Background: an optimization exercise with open tools, aiming at small area, a short achievable clock period and few clock cycles. Do not read the settings as production practice. The RTL was checked by simulation tests, not by an equivalence proof against the original design. No activity file was given, so power comes from the tool's default toggle rates.

## PipelinedCPU
module PipelinedCPU(clk, reset, imem_addr, imem_data, dmem_addr, dmem_wdata, dmem_we, dmem_rdata);
Size: ~5000 cells after synthesis, roughly 680 flip-flops, ~160 I/O pins, ~0.040 mm^2 of cells after synthesis.
Settings: LEC_CHECK=0, ABC_AREA=1, CAP_MARGIN=20, CORE_MARGIN=2, CORE_UTILIZATION=40, SETUP_SLACK_MARGIN=3.2, SLEW_MARGIN=20; clock period 8.0 ns.
standard.sh (not shown) runs the stock make flow with config.mk's settings and CLKGATE_MAP_FILE= SYNTH_SCRIPT=/design/flow/synth_recipe.tcl, a recipe that flattens the netlist after the stock synthesis.
==> flow/flow/run.sh <==
#!/bin/bash
# Own flow: the standard layout (standard.sh, unchanged synthesis) with two changes:
#  - the port buffers are plain buffers (sky130_fd_sc_hd__buf_4) instead of the delay cells
#    buffer_ports picks by default;
#  - clock tree synthesis uses larger sink clusters and no dummy loads, for a shallower tree.
# Each step's output goes to its own log file here.
set -euo pipefail
export BUFFER_PORTS_ARGS="-buffer_cell sky130_fd_sc_hd__buf_4"
export CTS_ARGS="-sink_clustering_enable -repair_clock_nets -sink_clustering_size 20 -sink_clustering_max_diameter 80 -dont_use_dummy_load"
bash standard.sh synth > synth.log 2>&1
bash standard.sh > layout.log 2>&1
Testbench counts at the start, summed over its fixed seeds: cycles 35,396.
Change:
PLACE_DENSITY = 0.75   (was unset)
SETUP_SLACK_MARGIN = 3.5   (was 3.2)
Effect: The new run produced a clean layout. Final cell count rose by 0.67%. Power increases by 2.7%. Count of clock-buffer cells in the layout is higher by 1. Setup slack gets better by 0.15 ns. Non-clock buffer count rose by 36. Utilization goes up by 0.97 points. Routed wire length drops by 0.80%. Worst hold slack gets better by 0.033 ns. Sequential power hardly moves. Cell area grows by 2.1%.
Change:
==> flow/run.sh (new file) <==
#!/bin/bash
# synth_recipe.tcl (not shown) runs the flow's synth.tcl, then flattens the netlist and writes it again
# the make line also repeats each setting of config.mk as NAME=value (left out here)
make -C /OpenROAD-flow-scripts/flow DESIGN_CONFIG=/design/flow/config.mk WORK_HOME=/design/flow/orfs CLKGATE_MAP_FILE= SYNTH_SCRIPT=/design/flow/synth_recipe.tcl finish
ABC_AREA = unset   (was 1)
PLACE_DENSITY = unset   (was 0.75)
SETUP_SLACK_MARGIN = 3.8   (was 3.5)
removed: flow/flow/run.sh
removed: flow/standard.sh
Worst setup slack degrades by 0.66 ns.
Design area is higher by 7.6%.
Cell count fell by 20%.
Worst hold slack gets better by 0.013 ns.
Combinational power is higher by 13%.
Flip-flop and latch count is unchanged.
Change:
==> flow/flow/run.sh (new file) <==
#!/bin/bash
# Own flow: the standard layout (standard.sh, unchanged synthesis) with two changes:
#  - the port buffers are plain buffers (sky130_fd_sc_hd__buf_4) instead of the delay cells
#    buffer_ports picks by default;
#  - clock tree synthesis uses larger sink clusters and no dummy loads, for a shallower tree.
# Each step's output goes to its own log file here.
set -euo pipefail
export BUFFER_PORTS_ARGS="-buffer_cell sky130_fd_sc_hd__buf_4"
export CTS_ARGS="-sink_clustering_enable -repair_clock_nets -sink_clustering_size 20 -sink_clustering_max_diameter 80 -dont_use_dummy_load"
bash standard.sh synth > synth.log 2>&1
bash standard.sh > layout.log 2>&1
==> flow/standard.sh (new file) <==
#!/bin/bash
# synth_recipe.tcl (not shown) runs the flow's synth.tcl, then flattens the netlist and writes it again
# the make line also repeats each setting of config.mk as NAME=value (left out here)
make -C /OpenROAD-flow-scripts/flow DESIGN_CONFIG=/design/flow/config.mk WORK_HOME=/design/flow/orfs CLKGATE_MAP_FILE= SYNTH_SCRIPT=/design/flow/synth_recipe.tcl "${@:-finish}"
ABC_AREA = 1   (was unset)
CORE_UTILIZATION = 55   (was 40)
SETUP_SLACK_MARGIN = 3.5   (was 3.8)
removed: flow/run.sh
Effect:
- The changed run ran to the end with no violations
- worst hold slack degrades by 0.036 ns
- wire length goes down by 1.7%
- setup slack improves by 0.72 ns
- cell count goes up by 18%

* * *

PipelinedCPU, a different RTL version from the one above (not shown whole).
For scale: roughly 650 flip-flops, about 160 I/O pins, about 35000 um^2 of cells after synthesis.
// PipelinedCPU
module PipelinedCPU(clk, reset, imem_addr, imem_data, dmem_addr, dmem_wdata, dmem_we, dmem_rdata);
export LEC_CHECK = 0
export CAP_MARGIN = 20
export CORE_MARGIN = 2
export CORE_UTILIZATION = 40
export SETUP_SLACK_MARGIN = 3.5
export SLEW_MARGIN = 20
create_clock -name core_clock -period 8.0 [get_ports {clk}]
run.sh (not shown) runs the stock make flow with config.mk's settings and CLKGATE_MAP_FILE= SYNTH_SCRIPT=/design/flow/synth_recipe.tcl, a recipe that flattens the netlist after the stock synthesis.
Stock flow here: none of the scripts above is used.
Testbench counts at the start, summed over its fixed seeds: cycles 34,244.
Rerun with:
- ABC_AREA: default -> 1
What happened: Wire length climbs by about a fifth; utilization climbs by 0.32 points; combinational power climbs by a quarter to a third; flip-flop and latch count stays the same; cell area climbs by roughly a tenth; via count climbs by about a fifth; clock skew climbs by 0.013 ns; area after synthesis climbs by a little under a tenth; worst setup slack is better by 1.0 ns.
Rerun with:
==> flow/flow/run.sh (new file) <==
#!/bin/bash
# Own flow: the standard layout (standard.sh, unchanged synthesis), with the port buffers
# made from plain buffers (sky130_fd_sc_hd__buf_4) instead of the delay cells buffer_ports
# picks by default. Each step's output goes to its own log file here.
set -euo pipefail
export BUFFER_PORTS_ARGS="-buffer_cell sky130_fd_sc_hd__buf_4"
bash standard.sh synth > synth.log 2>&1
bash standard.sh > layout.log 2>&1
==> flow/standard.sh (new file) <==
#!/bin/bash
# synth_recipe.tcl (not shown) runs the flow's synth.tcl, then flattens the netlist and writes it again
# the make line also repeats each setting of config.mk as NAME=value (left out here)
make -C /OpenROAD-flow-scripts/flow DESIGN_CONFIG=/design/flow/config.mk WORK_HOME=/design/flow/orfs CLKGATE_MAP_FILE= SYNTH_SCRIPT=/design/flow/synth_recipe.tcl "${@:-finish}"
removed: flow/run.sh
Effect: Routed wire length stays flat. Core utilization hardly moves. Worst hold slack gains 0.017 ns.

* * *

Setup of amber:
Another version of the RTL of PipelinedCPU (not shown whole).
Size: about 4800 cells after synthesis, roughly 680 flip-flops, roughly 160 I/O pins, roughly 39000 µm² of cells after synthesis.
==> flow/config.mk <==
export PLATFORM = sky130hd
export DESIGN_NAME = PipelinedCPU
export DESIGN_NICKNAME = PipelinedCPU
export VERILOG_FILES = /design/flow/design.v
export SDC_FILE = /design/flow/constraint.sdc
export NUM_CORES = 4
export LEC_CHECK = 0
export ABC_AREA = 1
export CAP_MARGIN = 20
export CORE_MARGIN = 2
export CORE_UTILIZATION = 55
export GPL_ROUTABILITY_DRIVEN = 0
export SETUP_SLACK_MARGIN = 3.6
export SLEW_MARGIN = 20
==> flow/constraint.sdc <==
create_clock -name core_clock -period 8.0 [get_ports {clk}]
set_input_delay 1.6000 -clock core_clock [delete_from_list [all_inputs] [get_ports {clk}]]
set_output_delay 1.6000 -clock core_clock [all_outputs]
set_load 0.01 [all_outputs]
standard.sh (not shown) runs the stock make flow with config.mk's settings and CLKGATE_MAP_FILE= SYNTH_SCRIPT=/design/flow/synth_recipe.tcl, a recipe that flattens the netlist after the stock synthesis.
==> flow/flow/run.sh <==
#!/bin/bash
# Own flow: the standard layout (standard.sh, unchanged synthesis) with two changes:
#  - the port buffers are plain buffers (sky130_fd_sc_hd__buf_4) instead of the delay cells
#    buffer_ports picks by default;
#  - clock tree synthesis uses larger sink clusters and no dummy loads, for a shallower tree.
# Each step's output goes to its own log file here.
set -euo pipefail
export BUFFER_PORTS_ARGS="-buffer_cell sky130_fd_sc_hd__buf_4"
export CTS_ARGS="-sink_clustering_enable -repair_clock_nets -sink_clustering_size 20 -sink_clustering_max_diameter 80 -dont_use_dummy_load"
bash standard.sh synth > synth.log 2>&1
bash standard.sh > layout.log 2>&1
amber: no failed stages, no open violations at the end
Testbench counts of amber, summed over its fixed seeds: cycles 35,396.
--- input diff amber..juniper ---
Settings: a deleted GPL_ROUTABILITY_DRIVEN that had been 0; a change of SETUP_SLACK_MARGIN from 3.6 to 3.7; a change of CORE_UTILIZATION from 55 to 50.
[summary]
Per the comparison of juniper with amber, non-clock buffer count rose 21%, via count of the first global-routing pass rose 2.5%. Taking amber as the reference, in juniper final clock period utilization by the worst path went down by 0.54 points, number of clock-tree buffers in the layout went down by about 4.4%, die outline area went up by 7300 µm², count of multi-input gates was more or less identical, share of power burned in combinational logic went up by 1.6 points.

* * *

== job 5183 ==
PipelinedCPU again, from the RTL that the note above started with.
Settings: LEC_CHECK=0, ABC_AREA=1, CAP_MARGIN=20, CORE_MARGIN=2, CORE_UTILIZATION=55, SETUP_SLACK_MARGIN=3.7, SLEW_MARGIN=20; clock period 8.0 ns.
Scripts as last shown in full above: flow/flow/run.sh
Job 5183: no failed stages, no open violations at the end
Testbench counts of job 5183, summed over its fixed seeds: cycles 35,396.
## Diff of input files: job 129 against job 5183
Settings: CORE_UTILIZATION: 55 -> 40; SETUP_SLACK_MARGIN: 3.7 -> 3.5.
--- outcome ---
Going from job 5183 to job 129, row count grew by more than 10%. ~same XOR/XNOR share of the synthesized area in job 129 and job 5183. Diff job 5183 -> job 129 | buffer count from post-CTS setup fixing | decrease of 24. From job 5183 to job 129 the numbers moved as follows: core utilization of the finished layout saw a decrease, met3 wire length went down, peak clock frequency supported by timing went down, count of filler cells inserted in the layout up 3314. Of the two values seen for last element of the critical path, imem_addr[18] was produced by job 5183 and imem_addr[31] by job 129. [diff] total detailed-routing wirelength, job 129 relative to job 5183: regression. When the final numbers for job 129 and job 5183 were put side by side, the setup slack of the critical path after layout turned out to be smaller in job 129. The higher final period utilization came out of job 129. On job 129: all-layer global routing usage is 11 points lower than what job 5183 gave.
Input-level comparison between job 4305 and job 129:
Settings: SETUP_SLACK_MARGIN changed from 3.5 to 3.7; CORE_UTILIZATION changed from 40 to 65.
--- outcome ---
Measured against each other, job 4305 and job 129 differ in total number of vias, the higher figure coming from job 4305.
Re number of instances in the synthesized netlist: no difference whatsoever between job 129 and job 4305.
Switching fraction of total power delta (job 4305 -> job 129): insignificant
Compared with job 129, job 4305 shows a higher clock-pin slew on the worst setup and hold paths.
From job 129 to job 4305 the numbers moved as follows: non-clock buffer instance count of the final layout increased by 28% relative to the old numbers; count of multi-input gates closely matched the old numbers; die area decreased by 0.038 sq mm relative to the old numbers.
opA[10] as the launch point of the critical path was reported by job 4305, and immr[17] by job 129.
Looking at total power, job 4305 sits 0.14 mW higher than job 129 does.
Row relative contribution of the clock network to total power: job 4305 lower / job 129 higher
Setup changes, job 4305 to job 6015
Settings: CORE_UTILIZATION: 65 -> 55.
diff --git a/flow/flow/run.sh b/flow/flow/run.sh
--- a/flow/flow/run.sh
+++ b/flow/flow/run.sh
@@ -8,3 +8,3 @@
 export BUFFER_PORTS_ARGS="-buffer_cell sky130_fd_sc_hd__buf_4"
-export CTS_ARGS="-sink_clustering_enable -repair_clock_nets -sink_clustering_size 20 -sink_clustering_max_diameter 80 -dont_use_dummy_load"
+export CTS_ARGS="-sink_clustering_enable -repair_clock_nets -sink_clustering_size 30 -sink_clustering_max_diameter 100 -dont_use_dummy_load"
 bash standard.sh synth > synth.log 2>&1
[summary]
Comparing job 6015 and job 4305, the higher worst hold margin was measured on job 4305.
Between job 6015 and job 4305, the difference in flip-flop and latch count is negligible.
Wire length of the first global-routing pass delta for job 6015 relative to job 4305: about 2% higher
Cmp job 6015 and job 4305 / TritonCTS buffer count / lower: job 6015
Compared with job 4305, cell-internal power in job 6015 decreased by a few percent.
Between job 4305 and job 6015, the flip-flop and latch power does not differ in any meaningful way.
Share of total power in combinational logic (lower): job 4305
Job 4305 → job 6015: cell area after layout went down by about 1.3%, worst vdd rail ir drop went up by 20%, post-layout total power went down by about 4.6%.
Post-detailed-routing wire length: job 6015 > job 4305
Changes in job 1682 relative to job 6015:
Settings: SETUP_SLACK_MARGIN now 3.5, was 3.7.
diff --git a/flow/flow/run.sh b/flow/flow/run.sh
--- a/flow/flow/run.sh
+++ b/flow/flow/run.sh
@@ -8,3 +8,3 @@
 export BUFFER_PORTS_ARGS="-buffer_cell sky130_fd_sc_hd__buf_4"
-export CTS_ARGS="-sink_clustering_enable -repair_clock_nets -sink_clustering_size 30 -sink_clustering_max_diameter 100 -dont_use_dummy_load"
+export CTS_ARGS="-sink_clustering_enable -repair_clock_nets -sink_clustering_size 20 -sink_clustering_max_diameter 80 -dont_use_dummy_load"
 bash standard.sh synth > synth.log 2>&1
--- outcome ---
Taking job 6015 as the reference, in job 1682 wire length reported by the detailed router comparable; worst reg-to-reg setup slack went down; sequential cell area in the final layout was more or less identical; max-slew violation count shows no meaningful change; post-layout instance area now sits lower. Job 1682: critical path depth higher than job 6015. Between job 6015 and job 1682, the logic gate share of total power is lower for job 1682. Job 1682 vs job 6015, instance count: job 1682 lower. Taking job 6015 as the reference point, the sequential portion of the cell area of job 1682 rises by 0.35 points. | setup slack | job 1682 vs job 6015 | 0.044 ns lower |. No run among job 6015 and job 1682 stopped early or left any final violation; all are clean. Comparing job 6015 and job 1682, the higher clock period minus final worst setup slack was measured on job 1682.
[inputs] job 5624 vs job 1682
Settings: swapping 3.5 for 4.0 in SETUP_SLACK_MARGIN.
Findings:
Detailed-router iteration count before antenna repair was lower in job 5624 than in job 1682.
Diff job 1682 -> job 5624 | total area of multi-input combinational cells | up by a few percent
Re combinational power: job 1682 was lower than job 5624.
Job 1682 → job 5624: clock-pin slew on the worst setup and hold paths lower; shortest clock period the worst path allows after layout fell by 0.074 ns; critical path depth +1; number of signal-net buffers in the layout went up.

[what the ideal ports hide]
How much do the figures lean on ideal ports? The routed layouts below were timed once more, with nothing changed but the port constraints.
Step 1, drivers: a clkbuf_16 drives clk and a buf_2 each remaining input, both assumed.
Step 2, shift: input delay + t, output delay - t, t = (earliest + latest rising clock arrival at the registers) / 2. This alone moves slack from input paths to output paths.
Slacks: no drivers / after step 1 / after step 2; pairs: no drivers / after step 1.
run	t, ns	setup slack, ns	slew at the worst register clock pin (ns)
the first run of note 1	0.660	3.210 / 3.190 / 2.589	0.09 / 0.09
the second run of note 1	0.666	3.359 / 3.293 / 2.776	0.09 / 0.09
the third run of note 1	0.708	2.702 / 2.634 / 2.765	0.07 / 0.07
the fourth run of note 1	0.696	3.419 / 3.344 / 2.929	0.09 / 0.09
the first run of note 2	0.701	1.858 / 1.789 / 2.490	0.07 / 0.07
the second run of note 2	0.722	2.869 / 2.803 / 2.882	0.07 / 0.07
the third run of note 2	0.702	2.814 / 2.747 / 2.871	0.07 / 0.07
amber	0.670	3.488 / 3.416 / 2.991	0.09 / 0.09
juniper	0.677	3.531 / 3.463 / 3.069	0.10 / 0.10
job 5183	0.665	3.606 / 3.532 / 3.198	0.09 / 0.09
job 129	0.668	3.470 / 3.399 / 2.988	0.09 / 0.09
job 4305	0.673	3.468 / 3.400 / 3.002	0.09 / 0.09
job 6015	0.714	3.539 / 3.466 / 3.049	0.12 / 0.12
job 1682	0.662	3.495 / 3.423 / 2.903	0.09 / 0.09
job 5624	0.671	3.570 / 3.496 / 3.119	0.09 / 0.09
After both steps setup and hold are still met in every run listed. The setup slack of the first run of note 1, which loses most, moves by -0.020 ns with the drivers and by -0.621 ns with both steps.
